This is an optimization exercise on Yosys and OpenROAD, whose aim is small area, not a production implementation. Function was checked by simulation only, so behaviour that the tests miss may differ from the original. No activity file was given, so power comes from the tool's default toggle rates.

==> design.v <==
module baud_rate_generator (
    input  clk, rst,
    output tick
    );
    reg [1:0] a;    
    reg [2:0] b;    
    reg [4:0] c;    
    always @(posedge clk or posedge rst) begin
        if (rst) begin
            a <= 2'b0;
            b <= 3'b0;
            c <= 5'b0;
        end else begin
            a <= {a[0],   ~(a[1] ^ a[0])};
            b <= {b[1:0], ~(b[2] ^ b[1])};
            c <= {c[3:0], ~(c[4] ^ c[2])};
        end
    end
    assign tick = a[1] & b[2] & ~b[1] & ~b[0] &
                  c[4] & ~c[3] & ~c[2] & ~c[1] & ~c[0];
endmodule
module uart_transmitter (
    input        clk, rst,
    input        tx_start,
    input        sample_tick,
    input  [7:0] data_in,
    output       tx_done,
    output       tx_data
    );
    reg [3:0] p;
    reg [3:0] tc;
    reg       tx_reg;
    wire busy = p[3] | p[2];
    wire [7:0] cnt_next = {p, tc} + {7'd0, sample_tick};
    assign tx_done = sample_tick & (&{p, tc});
    always @(posedge clk or posedge rst)
        if (rst) p <= 4'd0;
        else if (!busy) p <= {1'b0, tx_start, tx_start, 1'b0};
        else p <= cnt_next[7:4];
    always @(posedge clk)
        if (!busy) tc <= 4'd0;
        else tc <= cnt_next[3:0];
    reg tx_next;
    always @(*)
        case (p)
            4'd6:  tx_next = 1'b0;
            4'd7:  tx_next = data_in[0];
            4'd8:  tx_next = data_in[1];
            4'd9:  tx_next = data_in[2];
            4'd10: tx_next = data_in[3];
            4'd11: tx_next = data_in[4];
            4'd12: tx_next = data_in[5];
            4'd13: tx_next = data_in[6];
            4'd14: tx_next = data_in[7];
            default: tx_next = 1'b1;
        endcase
    always @(posedge clk or posedge rst)
        if (rst) tx_reg <= 1'b1;
        else tx_reg <= tx_next;
    assign tx_data = tx_reg;
endmodule
module uart_receiver (
    input        clk, rst,
    input        rx_data,
    input        sample_tick,
    output [7:0] data_out,
    output       data_ready
    );
    reg [3:0] p;
    reg [3:0] tc;
    reg [7:0] sr;
    wire busy    = p[3] | p[2];
    wire bit_end = sample_tick & (&tc);
    wire [7:0] cnt_next = {p, tc} + {7'd0, sample_tick};
    assign data_ready = bit_end & (&p);
    always @(posedge clk or posedge rst)
        if (rst) p <= 4'd0;
        else if (!busy) p <= {1'b0, ~rx_data, ~rx_data, 1'b0};
        else p <= cnt_next[7:4];
    always @(posedge clk)
        if (!busy) tc <= {~rx_data, 3'b0};
        else tc <= cnt_next[3:0];
    always @(posedge clk)
        if (busy & bit_end) sr <= {rx_data, sr[7:1]};
    assign data_out = sr;
endmodule
module fifo_tx (
    input        clk, rst,
    input        wr,
    input  [7:0] wdata,
    input        pop,
    output [7:0] head,
    output       empty, full
    );
    reg  [7:0]  mem [0:15];
    reg  [15:0] v;
    wire [15:0] hole;    
    wire [15:0] ld;      
    genvar i;
    generate
        for (i = 0; i < 16; i = i + 1) begin : g
            if (i == 0) begin : b0
                assign hole[0] = ~v[0];
            end else begin : bn
                assign hole[i] = ~v[i] | hole[i-1];
            end
            assign ld[i] = hole[i] | pop;
            if (i == 15) begin : top
                always @(posedge clk) if (ld[15]) mem[15] <= wdata;
                always @(posedge clk or posedge rst)
                    if (rst) v[15] <= 1'b0;
                    else v[15] <= (wr & hole[15]) | (v[15] & ~ld[14]);
            end else begin : mid
                always @(posedge clk) if (ld[i]) mem[i] <= mem[i+1];
                always @(posedge clk or posedge rst)
                    if (rst) v[i] <= 1'b0;
                    else v[i] <= v[i+1] | (v[i] & ~((i == 0) ? pop : ld[i-1]));
            end
        end
    endgenerate
    assign full  = ~hole[15];
    assign empty = ~|v;
    assign head = mem[0];
endmodule
module fifo_rx (
    input        clk, rst,
    input        wr,
    input  [7:0] wdata,
    input        rd,
    output [7:0] head,
    output       empty, full
    );
    reg  [7:0] mem [0:15];
    reg  [4:0] c;
    wire [15:0] ld;
    assign empty = (c == 5'd0);
    assign full  = c[4];
    wire pop  = rd & ~empty;
    wire push = wr & ~full;
    wire up = push & ~pop;
    wire dn = pop & ~push;
    wire [4:0] ones, zeros;
    assign ones[0] = 1'b1;
    assign zeros[0] = 1'b1;
    genvar k;
    generate
        for (k = 1; k < 5; k = k + 1) begin : t
            assign ones[k]  = ones[k-1] & c[k-1];
            assign zeros[k] = zeros[k-1] & ~c[k-1];
        end
    endgenerate
    always @(posedge clk or posedge rst)
        if (rst) c <= 5'd0;
        else c <= c ^ (({5{up}} & ones) | ({5{dn}} & zeros));
    genvar i;
    generate
        for (i = 0; i < 16; i = i + 1) begin : g
            assign ld[i] = pop | (c <= i);
            if (i == 15) begin : top
                always @(posedge clk) if (ld[15]) mem[15] <= wdata;
            end else begin : mid
                always @(posedge clk) if (ld[i]) mem[i] <= mem[i+1];
            end
        end
    endgenerate
    assign head = mem[0];
endmodule
module uart_top (
    input        clk, rst,
    input        read_uart, write_uart,
    input        rx_data_in,
    input  [7:0] write_data,
    output       rx_full, rx_empty, tx_full,
    output       tx_data_out,
    output [7:0] read_data
    );
    wire       tick;
    wire       rx_done, tx_done;
    wire       tx_empty;
    wire [7:0] tx_head, rx_byte;
    baud_rate_generator baud_rate_gen_module (.clk(clk), .rst(rst), .tick(tick));
    uart_transmitter uart_tx_module (.clk(clk), .rst(rst), .tx_start(~tx_empty),
        .sample_tick(tick), .data_in(tx_head), .tx_done(tx_done), .tx_data(tx_data_out));
    uart_receiver uart_rx_module (.clk(clk), .rst(rst), .rx_data(rx_data_in),
        .sample_tick(tick), .data_out(rx_byte), .data_ready(rx_done));
    fifo_tx fifo_tx_module (.clk(clk), .rst(rst), .wr(write_uart), .wdata(write_data),
        .pop(tx_done), .head(tx_head), .empty(tx_empty), .full(tx_full));
    fifo_rx fifo_rx_module (.clk(clk), .rst(rst), .wr(rx_done), .wdata(rx_byte),
        .rd(read_uart), .head(read_data), .empty(rx_empty), .full(rx_full));
endmodule
==> flow/run.sh <==
#!/bin/bash
# Standard ORFS layout (standard synthesis unchanged), with two changes:
#  - clock tree: sink clusters of up to 20 driven by clkbuf_8, no dummy loads
#  - port buffers: the smallest buffer (buf_1) instead of the default
set -euo pipefail
export CTS_ARGS="-sink_clustering_enable -repair_clock_nets -dont_use_dummy_load -buf_list sky130_fd_sc_hd__clkbuf_8 -sink_clustering_size 20 -sink_clustering_max_diameter 70"
export BUFFER_PORTS_ARGS="-buffer_cell sky130_fd_sc_hd__buf_1"
bash standard.sh finish > layout.log 2>&1
==> standard.sh <==
#!/bin/bash
# synth_recipe.tcl (not shown) runs the flow's synth.tcl, then flattens the netlist and writes it again
# the make line also repeats each setting of config.mk as NAME=value (left out here)
make -C /OpenROAD-flow-scripts/flow DESIGN_CONFIG=/design/flow/config.mk WORK_HOME=/design/flow/orfs CLKGATE_MAP_FILE= SYNTH_SCRIPT=/design/flow/synth_recipe.tcl "${@:-finish}"
==> config.mk <==
export PLATFORM = sky130hd
export DESIGN_NAME = uart_top
export DESIGN_NICKNAME = uart_top
export VERILOG_FILES = /design/flow/design.v
export SDC_FILE = /design/flow/constraint.sdc
export NUM_CORES = 4
export LEC_CHECK = 0
export CAP_MARGIN = 20
export CORE_MARGIN = 2
export CORE_UTILIZATION = 70
export PLACE_DENSITY = 0.8
export SLEW_MARGIN = 20
==> constraint.sdc <==
create_clock -name core_clock -period 10.0 [get_ports {clk}]
set_input_delay 2.0000 -clock core_clock [delete_from_list [all_inputs] [get_ports {clk}]]
set_output_delay 2.0000 -clock core_clock [all_outputs]
set_load 0.01 [all_outputs]
==> flow_summary_export.csv, run 1 <==
group,metric,value,unit
detailed_routing,routed-via-count,4141,
global_route,grt_util_all_layers,16.3,%
critical_path,r2r_setup_slack,7.27,ns
yosys,syn_inst,498,
final_layout,area_growth,5.30,%
sta,slew_headroom,31.9,%
clocking,clk_pin_slew,0.12,ns
global_route,grt_overflow,0,
power,switching_share,17.7,%
power,pwr-share-comb,0.9,%
detailed_routing,dr.pass1.iters,4,
detailed_routing,via_per_inst,5.80,
yosys,synth_top_area_cell,"edfxtp_1",
placement,gp_congestion,0.731,
final_layout,stdcell_area,10800,um^2
floorplanning,die_w,125,um
critical_path,crit_path_end_kind,"output pin",
sta,fmax,233,MHz
yosys,yosysUniqueCellTypes,45,
power,power.switching,340,uW
sta,rsz0062_at_grt,"no",
sta,post-route-period-util,42.9,%
placement,place_ws,6.31,ns
clocking,cts_root_buffer,"clkbuf_8",
sta,fin_tns_setup,0,ns
yosys,syn-num-nets,517,
detailed_routing,drc,0,
floorplanning,start_util,71.2,%
critical_path,reg2reg_depth,4,
critical_path,crit_start,"fifo_tx_module.v[5]$_DFF_PP0_",
global_route,grt_pass1_wl,20.2,mm
global_route,grt_antenna_before_repair,0,
critical_path,timing.rr.end,"fifo_tx_module.mem[12][6]$_DFFE_PP_",
power,irDropWorstVdd,137,uV
run_status,outcome,"complete, no violations",
detailed_routing,post_drt_wl_per_cell,17.5,um
detailed_routing,ant_nets,0,
clocking,clk_latency,0.53,ns
yosys,yosysMostFrequentCell,"edfxtp_1",
yosys,yosysTopAreaCellShare,77.2,%
sta,skew,0.0473,ns
final_layout,reg.largest.list,"fifo_rx_module.mem x128, fifo_tx_module.mem x128, fifo_tx_module.v x16",
worst_hold_path,min_path_cells,0,
placement,port_buffers,24,
critical_path,cp.required,8.00,ns
yosys,synth-edff-count,264,
final_layout,drive_above_1_share,5.66,%
floorplanning,row_count,44,
yosys,synth_area_leaders,"edfxtp_1, dfrtp_1, dfxtp_1",
critical_path,cp_cell_sequence,"and4_1, and4_1, and2_1, buf_1",
critical_path,rr_startpoint,"uart_tx_module.p[0]$_DFF_PP0_",
floorplanning,placeableCoreArea,14400,um^2
yosys,yosysSeqAreaShare,88.5,%
critical_path,worstSetupStartpointType,"flop",
clocking,cts_tree,"yes",
clocking,post_cts_resized,0,
final_layout,nets,551,
yosys,synthArstFlopShare,12.8,%
power,clock_power_share,26.0,%
floorplanning,die_y,125,um
clocking,post_cts_buffers,0,
power,leakage,0.00374,uW
critical_path,critPathMaxStageDelay,0.55,ns
worst_hold_path,min_path_type,"reg2reg",
critical_path,cp_max_fo,14,
clocking,cts_made_buffers,19,
yosys,ys_ff_latch,312,
critical_path,critPathKind,"reg2out",
detailed_routing,drt_wl_total,12.5,mm
final_layout,fin_util,75.0,%
clocking,postCtsHoldBufs,0,
sta,tightest_slew,1.02,ns
global_route,grt_pass1_vias,4303,
critical_path,cp_slowest_cell,"and4_1",
sta,slew_viol_final,0,
clocking,cts.sinks,312,
yosys,syn_area,10300,um^2
clocking,htree_levels,1,
yosys,synthTopCellsByCount,"edfxtp_1, dfrtp_1, nand2_1, nand3_1, nor2_1",
power,power_frac_seq,73.2,%
power,pwr_density_cell,177,nW/um^2
yosys,yosys_warnings,7,
clocking,clockBufferDepth,3,
sta,setup_ws,5.71,ns
run,maxCapViolCount,0,
critical_path,crit_top_cell,"and4_1",
worst_hold_path,hold_end,"baud_rate_gen_module.c[1]$_DFF_PP0_",
placement,hpwl,8.39,mm
final_layout,n_antenna_cell,0,
worst_hold_path,min_from,"baud_rate_gen_module.c[0]$_DFF_PP0_",
final_layout,final_cells,714,
placement,dpl_cell_area,10500,um^2
power,internal_power,1580,uW
sta,final_hold_viol_count,0,
detailed_routing,drt_iter0_drc,244,
yosys,avgSynthCellArea,20.6,um^2
global_route,grt_max_degree,41,
floorplanning,die_area,15700,um^2
floorplanning,io_pins,25,
critical_path,arrival,2.29,ns
sta,min_period,4.29,ns
placement,numPlacedInstances,695,
yosys,synth-main-ff-cell,"edfxtp_1",
sta,setup_viol,0,
## cell usage in the layout (no fill, tap or decap), types with 3 or more instances in the layout
| cell type | instances |
|---|---|
| a21o_1 | 6 |
| a21oi_1 | 7 |
| a31o_1 | 7 |
| a41o_1 | 3 |
| and2_1 | 4 |
| and3_1 | 6 |
| and4_1 | 3 |
| buf_1 | 24 |
| clkbuf_8 | 19 |
| dfrtp_1 | 39 |
| dfxtp_1 | 8 |
| edfxtp_1 | 264 |
| ha_1 | 6 |
| inv_1 | 8 |
| mux2i_1 | 3 |
| nand2_1 | 19 |
| nand3_1 | 19 |
| nand4_1 | 5 |
| nor2_1 | 17 |
| nor2b_1 | 6 |
| nor3b_1 | 4 |
| nor4_1 | 4 |
| o21ai_0 | 5 |
| o21ai_1 | 3 |
| xnor2_1 | 9 |
| xor2_1 | 9 |
## how the worst max path moves through the flow
| stage | endpoint | slack, ns |
|---|---|---|
| after floorplan | tx_full | 6.90 |
| after global placement | tx_full | 6.47 |
| after detailed placement | tx_full | 6.31 |
| after CTS | tx_full | 5.71 |
| after global routing | tx_full | 5.54 |
| final | tx_full | 5.71 |
## per-stage QoR
stage               hold slack (ns)  total power, uW
CTS                           0.380             1940
finish                        0.369             1910
detailed placement            0.365             1450
floorplan                     0.355             1440
global placement              0.377             1450
global route                  0.387             1980
## cells by family (layout without fill, tap and decap cells)
kind of cell,count (synthesis),count (layout),share of synthesized area (%)
simple gates,97,97,5.07
buf+inv,21,53,0.901
compound gates,39,39,2.64
mux,5,5,0.658
xor+xnor,18,18,1.53
flops,312,312,88.5
fa+ha+maj,6,6,0.731
## layout make-up
cell class	instances	area, um^2
multi-input combinational	165	1100
clock buffer	19	262
tap	184	230
inverter	8	30.0
fill	785	3600
timing repair buffer	26	105
sequential	312	9090
## power groups by stage
stage / clock [uW] / combinational, uW / sequential [uW]
floorplan: 0 / 9.80 / 1430
global route: 564 / 19.3 / 1400
global placement: 0 / 15.4 / 1430
detailed placement: 0 / 16.9 / 1430
CTS: 520 / 17.0 / 1400
finish: 497 / 16.5 / 1400
## metal layers
metal	share of wire (%)	wire length [um]	track usage, %	vias to the layer above
met4	2.1	257	5.16	0
met1	41	5090	20.6	2065
met2	52	6500	29.4	103
li1	-	-	-	1950
met5	0	0	0	-
met3	5.0	626	2.91	23
## worst max-delay path: cells and delay by family (launching register included)
kind	cells	cell delay, ns
buf+inv	1	0.17
flops	1	0.49
simple gates	3	1.10
==> run 2: changes to the inputs <==
--- a/design.v
+++ b/design.v
@@ -81,7 +81,7 @@
         if (!busy) tc <= {~rx_data, 3'b0};
         else tc <= cnt_next[3:0];
     always @(posedge clk)
-        if (busy & bit_end) sr <= {rx_data, sr[7:1]};
+        if (bit_end) sr <= {rx_data, sr[7:1]};
     assign data_out = sr;
 endmodule
 module fifo_tx (
==> flow_summary_export.csv, run 2 <==
group,metric,value,unit
detailed_routing,drc,0,
clocking,clk_pin_slew,0.11,ns
clocking,clk_latency,0.54,ns
sta,setup_ws,5.64,ns
global_route,grt_overflow,0,
sta,rsz0062_at_grt,"no",
floorplanning,row_count,44,
critical_path,arrival,2.36,ns
worst_hold_path,min_from,"baud_rate_gen_module.c[1]$_DFF_PP0_",
floorplanning,start_util,71.1,%
sta,final_hold_viol_count,0,
detailed_routing,ant_nets,0,
yosys,synthTopCellsByCount,"edfxtp_1, dfrtp_1, nand2_1, nand3_1, nor2_1",
critical_path,cp_max_fo,13,
clocking,cts_tree,"yes",
detailed_routing,drt_iter0_drc,300,
floorplanning,die_w,125,um
yosys,avgSynthCellArea,20.6,um^2
detailed_routing,routed-via-count,4102,
critical_path,path_delay_family,"simple AND/OR/NAND/NOR gates",
critical_path,worstSetupStartpointType,"flop",
placement,port_buffers,24,
detailed_routing,drt_wl_total,12.3,mm
global_route,grt_util_all_layers,15.9,%
critical_path,crit_path_end_kind,"output pin",
final_layout,n_antenna_cell,0,
detailed_routing,dr.pass1.iters,8,
clocking,cts.sinks,312,
clocking,clockBufferDepth,3,
sta,tightest_slew,1.05,ns
final_layout,drive_above_1_share,6.94,%
run,maxCapViolCount,0,
global_route,grt_antenna_before_repair,0,
power,leakage,0.00375,uW
clocking,cts_root_buffer,"clkbuf_8",
clocking,post_cts_resized,0,
critical_path,critical_path_buf_inv_count,1,
critical_path,rr_startpoint,"baud_rate_gen_module.c[2]$_DFF_PP0_",
yosys,yosysUniqueCellTypes,42,
yosys,synthArstFlopShare,12.8,%
global_route,grt_max_degree,41,
yosys,synth-edff-count,264,
sta,slew_headroom,29.0,%
yosys,syn-num-nets,518,
critical_path,cp_slowest_cell,"dfrtp_1",
yosys,yosysTopAreaCellShare,77.3,%
final_layout,area_growth,5.50,%
yosys,synth_area_leaders,"edfxtp_1, dfrtp_1, dfxtp_1",
global_route,grt_pass1_wl,19.7,mm
floorplanning,die_area,15600,um^2
critical_path,critPathMaxStageDelay,0.52,ns
yosys,ys_ff_latch,312,
yosys,yosysSeqAreaShare,88.6,%
global_route,grt_pass1_vias,4114,
sta,min_period,4.36,ns
placement,gp_congestion,0.732,
final_layout,mostFrequentLayoutCells,"edfxtp_1, dfrtp_1, buf_1",
placement,place_ws,6.26,ns
clocking,post_cts_buffers,0,
floorplanning,placeableCoreArea,14400,um^2
detailed_routing,post_drt_wl_per_cell,17.1,um
clocking,postCtsHoldBufs,0,
final_layout,nets,554,
final_layout,reg.largest.list,"fifo_rx_module.mem x128, fifo_tx_module.mem x128, fifo_tx_module.v x16",
yosys,yosys_warnings,7,
yosys,syn_inst,499,
sta,fmax,230,MHz
detailed_routing,via_per_inst,5.72,
yosys,synth-main-ff-cell,"edfxtp_1",
critical_path,crit_top_cell,"and4_1",
critical_path,critPathKind,"reg2out",
critical_path,cp.required,8.00,ns
sta,setup_viol,0,
placement,hpwl,8.46,mm
sta,post-route-period-util,43.6,%
sta,skew,0.0447,ns
floorplanning,io_pins,25,
critical_path,crit_start,"fifo_tx_module.v[4]$_DFF_PP0_",
clocking,cts_made_buffers,19,
power,pwr_density_cell,176,nW/um^2
sta,fin_tns_setup,0,ns
power,irDropWorstVdd,134,uV
floorplanning,die_y,125,um
critical_path,cp_cell_sequence,"and4_1, and4_1, and3_1, buf_1",
worst_hold_path,min_path_type,"reg2reg",
yosys,yosysMostFrequentCell,"edfxtp_1",
yosys,syn_area,10300,um^2
yosys,synth_top_area_cell,"edfxtp_1",
sta,slew_viol_final,0,
clocking,htree_levels,1,
final_layout,final_common_cell,"edfxtp_1",
final_layout,fillers,818,
run_status,outcome,"complete, no violations",
run 2: cell types whose count changed after synthesis, sizes merged, moves of 2 or more:
cell / previous run / this run
inv: 8 / 11
buf: 6 / 3
nor3: 2 / 4
o21ai: 8 / 6
nand2: 19 / 21
clkbuf: 7 / 9
nand3: 19 / 16
and2: 4 / 0
run 2: path summary, 6_finish.rpt:
| path | to | slack, ns | depth (start not counted) |
|---|---|---|---|
| hold reg to reg | baud_rate_gen_module.c[2]$_DFF_PP0_ | 0.37 | 0 |
| hold / removal | baud_rate_gen_module.c[2]$_DFF_PP0_ | 0.37 | 0 |
| setup / recovery | tx_full | 5.64 | 4 |
| min in group asynchronous | fifo_tx_module.v[13]$_DFF_PP0_ | 1.53 | 3 |
| max in group asynchronous | uart_rx_module.p[2]$_DFF_PP0_ | 8.09 | 3 |
| setup reg to reg | fifo_rx_module.c[2]$_DFF_PP0_ | 7.19 | 8 |
run 2: cell type report:
| type | instances | area [um^2] | share of cell area, % |
|---|---|---|---|
| clock buffers | 19 | 262 | 2.42 |
| inverters | 11 | 41.3 | 0.382 |
| multi-input cells | 164 | 1090 | 10.1 |
| well taps | 184 | 230 | 2.13 |
| repair buffers | 27 | 110 | 1.02 |
| flip-flops and latches | 312 | 9090 | 84.0 |
run 2: stage by stage:
| stage | power (uW) | utilization (%) | instances | instance area (um^2) | hold WS, ns |
|---|---|---|---|---|---|
| 3_5_place_dp | 1430 | 73.1 | 697 | 10500 | 0.373 |
| 5_1_grt | 1970 | 75.0 | 717 | 10800 | 0.378 |
| 4_1_cts | 1920 | 74.9 | 716 | 10800 | 0.376 |
| 6_report | 1900 | 75.0 | 717 | 10800 | 0.366 |
| 3_3_place_gp | 1430 | 73.1 | 697 | 10500 | 0.361 |
| 2_1_floorplan | 1430 | - | 499 | 10300 | 0.354 |
run 2: logic make-up after synthesis:
family / share of synthesized area, %
AO/OA/AOI/OAI: 2.76
XOR/XNOR: 1.54
adder cells (fa/ha/maj): 0.732
buffers and inverters: 0.866
flip-flops: 88.6
multiplexers: 0.500
AND/OR/NAND/NOR: 4.99
run 2: worst reg2reg max path: stages (launching register included):
cell and delay, ns:
dfrtp_1 0.44, nor4b_2 0.27, nand4_1 0.26, or3_1 0.50, or4b_1 0.53, ha_1 0.24, nor3b_1 0.15, a31oi_1 0.22
xnor2_1 0.14
run 2: per-layer routing:
metal	wire length (um)	global-route usage, %	vias to the layer above
li1	-	-	1958
met1	5220	20.8	2018
met2	6110	27.5	112
met3	721	2.95	14
met4	218	5.29	0
met5	0	0	-
run 2: power by group:
group	switching, uW	total, uW	leakage (uW)	internal, uW
registers	2.18	1390	0.00307	1390
logic	6.50	10.2	0.000537	3.73
clock network	327	500	0.000137	173
==> run 3: changes to the inputs <==
==> flow/run.sh (replaced) <==
#!/bin/bash
# Standard ORFS layout (standard synthesis unchanged), with two changes:
#  - clock tree: sink clusters of up to 20 driven by clkbuf_8, no dummy loads
#  - port buffers: the smallest buffer (buf_1) instead of the default
set -euo pipefail
export CTS_ARGS="-sink_clustering_enable -repair_clock_nets -dont_use_dummy_load -buf_list sky130_fd_sc_hd__clkbuf_8 -sink_clustering_size 22 -sink_clustering_max_diameter 70"
export BUFFER_PORTS_ARGS="-buffer_cell sky130_fd_sc_hd__buf_1"
bash standard.sh finish > layout.log 2>&1
--- a/config.mk
+++ b/config.mk
@@ -7,6 +7,6 @@
 export LEC_CHECK = 0
 export CAP_MARGIN = 20
 export CORE_MARGIN = 2
-export CORE_UTILIZATION = 70
-export PLACE_DENSITY = 0.8
+export CORE_UTILIZATION = 80
+export PLACE_DENSITY = 0.85
 export SLEW_MARGIN = 20
==> flow_summary_export.csv, run 3 <==
group,metric,value,unit
global_route,grt_antenna_before_repair,0,
floorplanning,die_area,13700,um^2
placement,port_buffers,24,
global_route,grt_max_degree,41,
sta,rsz0062_at_grt,"no",
critical_path,crit_path_end_kind,"output pin",
final_layout,area_growth,5.17,%
yosys,yosys_warnings,7,
sta,final_hold_viol_count,0,
final_layout,nets,552,
sta,skew,0.0701,ns
yosys,synth_area_leaders,"edfxtp_1, dfrtp_1, dfxtp_1",
yosys,yosysSeqAreaShare,88.6,%
critical_path,cp_slowest_cell,"dfrtp_1",
final_layout,fin_util,85.8,%
yosys,synthArstFlopShare,12.8,%
yosys,synth_top_area_cell,"edfxtp_1",
placement,gp_congestion,0.716,
power,power.total,1900,uW
yosys,syn_inst,499,
power,leakage,0.00374,uW
floorplanning,die_w,117,um
sta,post-route-period-util,43.3,%
global_route,grt_overflow,0,
detailed_routing,drc,0,
critical_path,cp.required,8.00,ns
clocking,post_cts_resized,0,
final_layout,final_cells,703,
clocking,clk_latency,0.54,ns
critical_path,critPathMaxStageDelay,0.51,ns
critical_path,cp_cell_sequence,"and4_1, and4_1, and3_1, buf_1",
yosys,avgSynthCellArea,20.6,um^2
power,pwr_density_cell,176,nW/um^2
final_layout,stdcell_area,10800,um^2
critical_path,critPathKind,"reg2out",
detailed_routing,post_drt_wl_per_cell,20.1,um
yosys,ys_ff_latch,312,
clocking,cts.sinks,312,
detailed_routing,dr.pass1.iters,5,
global_route,grt_pass1_vias,4402,
sta,min_period,4.33,ns
critical_path,critical_path_buf_inv_count,1,
floorplanning,start_util,81.6,%
clocking,htree_levels,1,
sta,fmax,231,MHz
floorplanning,die_y,117,um
power,irDropWorstVdd,198,uV
critical_path,cp_max_fo,13,
detailed_routing,drt_wl_total,14.1,mm
yosys,yosysTopAreaCellShare,77.3,%
placement,numPlacedInstances,685,
global_route,grt_pass1_wl,21.5,mm
yosys,syn_area,10300,um^2
floorplanning,placeableCoreArea,12600,um^2
floorplanning,row_count,41,
clocking,postCtsHoldBufs,0,
sta,tightest_slew,1.05,ns
critical_path,r2r_setup_slack,7.17,ns
placement,dpl_cell_area,10500,um^2
final_layout,final_common_cell,"edfxtp_1",
clocking,post_cts_buffers,0,
yosys,syn-num-nets,518,
worst_hold_path,min_path_type,"reg2reg",
sta,slew_viol_final,0,
detailed_routing,drt_iter0_drc,471,
yosys,yosysMostFrequentCell,"edfxtp_1",
detailed_routing,ant_nets,0,
final_layout,reg.largest.list,"fifo_rx_module.mem x128, fifo_tx_module.mem x128, fifo_tx_module.v x16",
yosys,synthTopCellsByCount,"edfxtp_1, dfrtp_1, nand2_1, nand3_1, nor2_1",
global_route,grt_util_all_layers,21.3,%
clocking,clk_pin_slew,0.12,ns
critical_path,worstSetupStartpointType,"flop",
sta,fin_tns_setup,0,ns
floorplanning,io_pins,25,
yosys,yosysUniqueCellTypes,42,
clocking,cts_tree,"yes",
detailed_routing,routed-via-count,4330,
yosys,synth-main-ff-cell,"edfxtp_1",
clocking,cts_made_buffers,18,
run,maxCapViolCount,0,
detailed_routing,via_per_inst,6.16,
yosys,synth-edff-count,264,
critical_path,path_delay_family,"simple AND/OR/NAND/NOR gates",
critical_path,crit_top_cell,"and4_1",
run_status,outcome,"complete, no violations",
critical_path,arrival,2.33,ns
final_layout,drive_above_1_share,6.59,%
clocking,cts_root_buffer,"clkbuf_8",
final_layout,fillers,497,
placement,hpwl,9.56,mm
final_layout,mostFrequentLayoutCells,"edfxtp_1, dfrtp_1, buf_1",
final_layout,n_antenna_cell,0,
sta,slew_headroom,29.2,%
clocking,clockBufferDepth,3,
sta,setup_viol,0,
## run 3: cell counts after synthesis
Identical to the previous run, type by type.
## run 3: layout make-up
cell class	count	area [um^2]	share of cell area, %
sequential	312	9090	84.3
inverter	11	41.3	0.383
timing repair buffer	26	105	0.974
clock buffer	18	248	2.30
multi-input combinational	164	1090	10.1
tap	172	215	1.99
## run 3: logic make-up after synthesis
kind of cell / after synthesis / share of synthesized area [%]
AO/OA/AOI/OAI: 39 / 2.76
XOR/XNOR: 18 / 1.54
adder cells (fa/ha/maj): 6 / 0.732
buffers and inverters: 23 / 0.866
flip-flops: 312 / 88.6
multiplexers: 5 / 0.500
AND/OR/NAND/NOR: 96 / 4.99
## run 3: worst register-to-register path, cell delays in order, from the launching register on
cell and delay (ns):
dfrtp_1 0.45, nor4b_2 0.29, nand4_1 0.27, or3_1 0.49, or4b_1 0.53, ha_1 0.26
nor3b_1 0.16, a31oi_1 0.20, xnor2_1 0.14
## run 3: routing by layer
metal	up-vias	global-route usage [%]	part of all wire [%]	wire length, um
met5	-	0	0	0
met4	0	8.31	3.2	454
met3	40	3.55	5.8	821
met2	174	37.6	52	7320
met1	2149	26.8	39	5510
li1	1967	-	-	-
## run 3: report_power, final
part           total [uW]  internal [uW]  leakage (uW)  switching (uW)
clock network         491            164      0.000129             327
logic                10.7           3.73      0.000535            6.94
registers            1390           1390       0.00307            2.08
total                1900           1560       0.00374             336
## run 3: final timing paths
check | start | end | depth (start not counted)
worst max-delay path | fifo_tx_module.v[4]$_DFF_PP0_ | tx_full | 4
worst min-delay path | fifo_tx_module.mem[13][4]$_DFFE_PP_ | fifo_tx_module.mem[12][4]$_DFFE_PP_ | 0
worst max register to register | baud_rate_gen_module.c[2]$_DFF_PP0_ | fifo_rx_module.c[2]$_DFF_PP0_ | 8
worst min register to register | fifo_tx_module.mem[13][4]$_DFFE_PP_ | fifo_tx_module.mem[12][4]$_DFFE_PP_ | 0
max in group asynchronous | rst | uart_tx_module.p[1]$_DFF_PP0_ | 3
min in group asynchronous | rst | uart_rx_module.p[0]$_DFF_PP0_ | 3
## run 3: per-stage QoR
stage | hold slack (ns) | setup slack [ns]
3_5_place_dp | 0.393 | 6.24
6_report | 0.354 | 5.67
4_1_cts | 0.357 | 5.64
5_1_grt | 0.352 | 5.48
3_3_place_gp | 0.361 | 6.39
2_1_floorplan | 0.354 | 6.71
==> run 4: changes to the inputs <==
==> flow/run.sh (replaced) <==
#!/bin/bash
# Standard ORFS layout (standard synthesis unchanged), with two changes:
#  - clock tree: sink clusters of up to 20 driven by clkbuf_8, no dummy loads
#  - port buffers: the smallest buffer (buf_1) instead of the default
set -euo pipefail
export CTS_ARGS="-sink_clustering_enable -repair_clock_nets -dont_use_dummy_load -buf_list sky130_fd_sc_hd__clkbuf_8 -sink_clustering_size 18 -sink_clustering_max_diameter 60"
export BUFFER_PORTS_ARGS="-buffer_cell sky130_fd_sc_hd__buf_1"
bash standard.sh finish > layout.log 2>&1
==> flow_summary_export.csv, run 4 <==
group,metric,value,unit
yosys,yosysMostFrequentCell,"edfxtp_1",
detailed_routing,via_per_inst,6.12,
yosys,synth-xor-area-share,1.54,%
final_layout,multi_input_area,1090,um^2
yosys,synth_top_area_cell,"edfxtp_1",
worst_hold_path,min_from,"fifo_tx_module.mem[14][6]$_DFFE_PP_",
yosys,yosysUniqueCellTypes,42,
final_layout,fillers,495,
yosys,syn-num-nets,518,
final_layout,regArea,9090,um^2
yosys,synth_compound_area_share,2.76,%
worst_hold_path,min_path_type,"reg2reg",
critical_path,arrival,2.36,ns
detailed_routing,drc,0,
sta,slew_headroom,28.1,%
critical_path,worstSetupStartpointType,"flop",
clocking,clk_latency,0.51,ns
sta,skew,0.0514,ns
clocking,postCtsHoldBufs,0,
floorplanning,start_util,81.6,%
floorplanning,die_area,13700,um^2
yosys,synth_area_leaders,"edfxtp_1, dfrtp_1, dfxtp_1",
detailed_routing,ant_nets,0,
critical_path,timing.rr.end,"fifo_rx_module.c[2]$_DFF_PP0_",
yosys,synthArstFlopShare,12.8,%
clocking,post_cts_buffers,0,
worst_hold_path,min_path_cells,0,
run_status,outcome,"complete, no violations",
detailed_routing,drt_wl_total,14.4,mm
sta,min_period,4.36,ns
clocking,cts_tree,"yes",
final_layout,area_growth,5.57,%
floorplanning,row_count,41,
sta,fmax,230,MHz
global_route,grt_util_all_layers,21.9,%
floorplanning,placeableCoreArea,12600,um^2
placement,gp_congestion,0.716,
clocking,post_cts_resized,0,
yosys,yosys.area_share.adder,0.732,%
critical_path,rr_startpoint,"baud_rate_gen_module.c[2]$_DFF_PP0_",
yosys,avgSynthCellArea,20.6,um^2
clocking,clk_pin_slew,0.10,ns
power,irDropWorstVdd,149,uV
detailed_routing,routed-via-count,4320,
yosys,synth-main-ff-cell,"edfxtp_1",
critical_path,crit_path_end_kind,"output pin",
yosys,yosys.area_share.simple,4.99,%
yosys,synth-edff-count,264,
critical_path,critPathMaxStageDelay,0.52,ns
critical_path,cp_slowest_cell,"and4_1",
worst_hold_path,hold_end,"fifo_tx_module.mem[13][6]$_DFFE_PP_",
clocking,htree_levels,1,
global_route,grt_max_degree,41,
critical_path,crit_top_cell,"and4_1",
sta,slew_viol_final,0,
final_layout,final_common_cell,"edfxtp_1",
final_layout,drive_above_1_share,7.12,%
critical_path,critical_path_buf_inv_count,1,
placement,hpwl,9.56,mm
global_route,grt_pass1_vias,4400,
final_layout,fin_util,86.2,%
yosys,yosysSeqAreaShare,88.6,%
placement,port_buffers,24,
power,leakage,0.00376,uW
sta,rsz0062_at_grt,"no",
global_route,grt_overflow,0,
yosys,synth_top_family_by_area,"simple AND/OR/NAND/NOR gates",
run,maxCapViolCount,0,
critical_path,reg2reg_depth,8,
power,pwr_density_cell,178,nW/um^2
yosys,syn_inst,499,
clocking,cts.sinks,312,
yosys,synthMuxAreaShare,0.500,%
yosys,yosys_warnings,7,
sta,setup_viol,0,
sta,tightest_slew,1.07,ns
final_layout,mostFrequentLayoutCells,"edfxtp_1, dfrtp_1, buf_1",
detailed_routing,dr.pass1.iters,5,
final_layout,nets,555,
yosys,synthTopCellsByCount,"edfxtp_1, dfrtp_1, nand2_1, nand3_1, nor2_1",
critical_path,cp_cell_sequence,"and4_1, and4_1, and3_1, buf_1",
clocking,cts_made_buffers,21,
global_route,grt_pass1_wl,22.0,mm
critical_path,critPathKind,"reg2out",
final_layout,n_antenna_cell,0,
yosys,yosysTopAreaCellShare,77.3,%
critical_path,r2r_setup_slack,6.95,ns
yosys,ys_ff_latch,312,
floorplanning,io_pins,25,
clocking,cts_root_buffer,"clkbuf_8",
floorplanning,die_w,117,um
global_route,grt_antenna_before_repair,0,
final_layout,reg.largest.list,"fifo_rx_module.mem x128, fifo_tx_module.mem x128, fifo_tx_module.v x16",
detailed_routing,post_drt_wl_per_cell,20.4,um
power,power.total,1930,uW
critical_path,path_delay_family,"simple AND/OR/NAND/NOR gates",
clocking,clockBufferDepth,3,
yosys,syn_area,10300,um^2
sta,post-route-period-util,43.6,%
detailed_routing,drt_iter0_drc,475,
critical_path,cp.required,8.00,ns
sta,fin_tns_setup,0,ns
critical_path,cp_max_fo,13,
sta,final_hold_viol_count,0,
floorplanning,die_y,117,um
[run 4: cell count changes in the layout (fill, tap and decap cells not counted)]
cell,delta
clkbuf_8,+3
[run 4: cell families after synthesis]
| group | after synthesis |
|---|---|
| mux | 5 |
| buf+inv | 23 |
| fa+ha+maj | 6 |
| simple gates | 96 |
| flops | 312 |
| xor+xnor | 18 |
| compound gates | 39 |
[run 4: worst max path at each step]
stage | end | depth (start not counted) | from | slack, ns
6_report | tx_full | 4 | fifo_tx_module.v[4]$_DFF_PP0_ | 5.64
5_1_grt | tx_full | 4 | fifo_tx_module.v[4]$_DFF_PP0_ | 5.47
4_1_cts | tx_full | 4 | fifo_tx_module.v[4]$_DFF_PP0_ | 5.65
3_5_place_dp | tx_full | 4 | fifo_tx_module.v[4]$_DFF_PP0_ | 6.24
3_3_place_gp | tx_full | 4 | fifo_tx_module.v[4]$_DFF_PP0_ | 6.39
2_1_floorplan | tx_full | 4 | fifo_tx_module.v[4]$_DFF_PP0_ | 6.71
[run 4: power breakdown]
part / total [uW] / internal, uW / leakage [uW] / switching [uW]
clock: 527 / 190 / 0.000151 / 337
combinational: 10.4 / 3.73 / 0.000535 / 6.64
sequential: 1390 / 1390 / 0.00307 / 2.11
total: 1930 / 1590 / 0.00376 / 346
[run 4: layout make-up]
cell class	count	share of cell area, %
sequential	312	83.9
multi-input combinational	164	10.1
clock buffer	21	2.67
tap	172	1.99
timing repair buffer	26	0.971
inverter	11	0.381
[run 4: worst reg2reg max path: stages (launching register included)]
cell     delay, ns
dfrtp_1       0.44
nor4b_2       0.32
nand4_1       0.33
or3_1         0.52
or4b_1        0.56
ha_1          0.28
nor3b_1       0.17
a31oi_1       0.22
xnor2_1       0.15
[run 4: routing by layer]
metal / GRT usage [%] / wire length [um]
met1: 28.3 / 5620
met2: 39.3 / 7580
met3: 3.30 / 720
met4: 6.90 / 459
met5: 0 / 0
[run 4: per-stage QoR]
step	area, um^2	hold WS, ns	instances	worst slack, ns
6_report	10800	0.368	706	5.64
5_1_grt	10800	0.367	706	5.47
4_1_cts	10800	0.368	706	5.65
3_5_place_dp	10500	0.393	685	6.24
3_3_place_gp	10500	0.361	685	6.39
2_1_floorplan	10300	0.354	499	6.71

==> static timing again, ports no longer ideal <==
In the flow no input, the clock included, has a driving cell. The finished layouts below were timed again as built, in two steps.
Step 1: set_driving_cell puts a clkbuf_16 on clk and a buf_2 on each other input, an assumption about the parent block.
Step 2 also shifts input and output timing later by t, the mid clock arrival at the registers, as if the neighbouring blocks saw the same clock.
Three values: ideal, step 1, step 2; two values: the first two.
run | shift t [ns] | slack for setup (ns) | worst setup path after step 2 | clock arrival spread, ns
run 1 | 0.545 | 5.708 / 5.671 / 6.216 | register to output | 0.048 / 0.047
run 2 | 0.553 | 5.645 / 5.609 / 6.162 | register to output | 0.045 / 0.046
run 3 | 0.539 | 5.668 / 5.633 / 6.172 | register to output | 0.070 / 0.070
run 4 | 0.528 | 5.643 / 5.608 / 6.136 | register to output | 0.065 / 0.064
After both steps setup and hold are still met in every run listed.
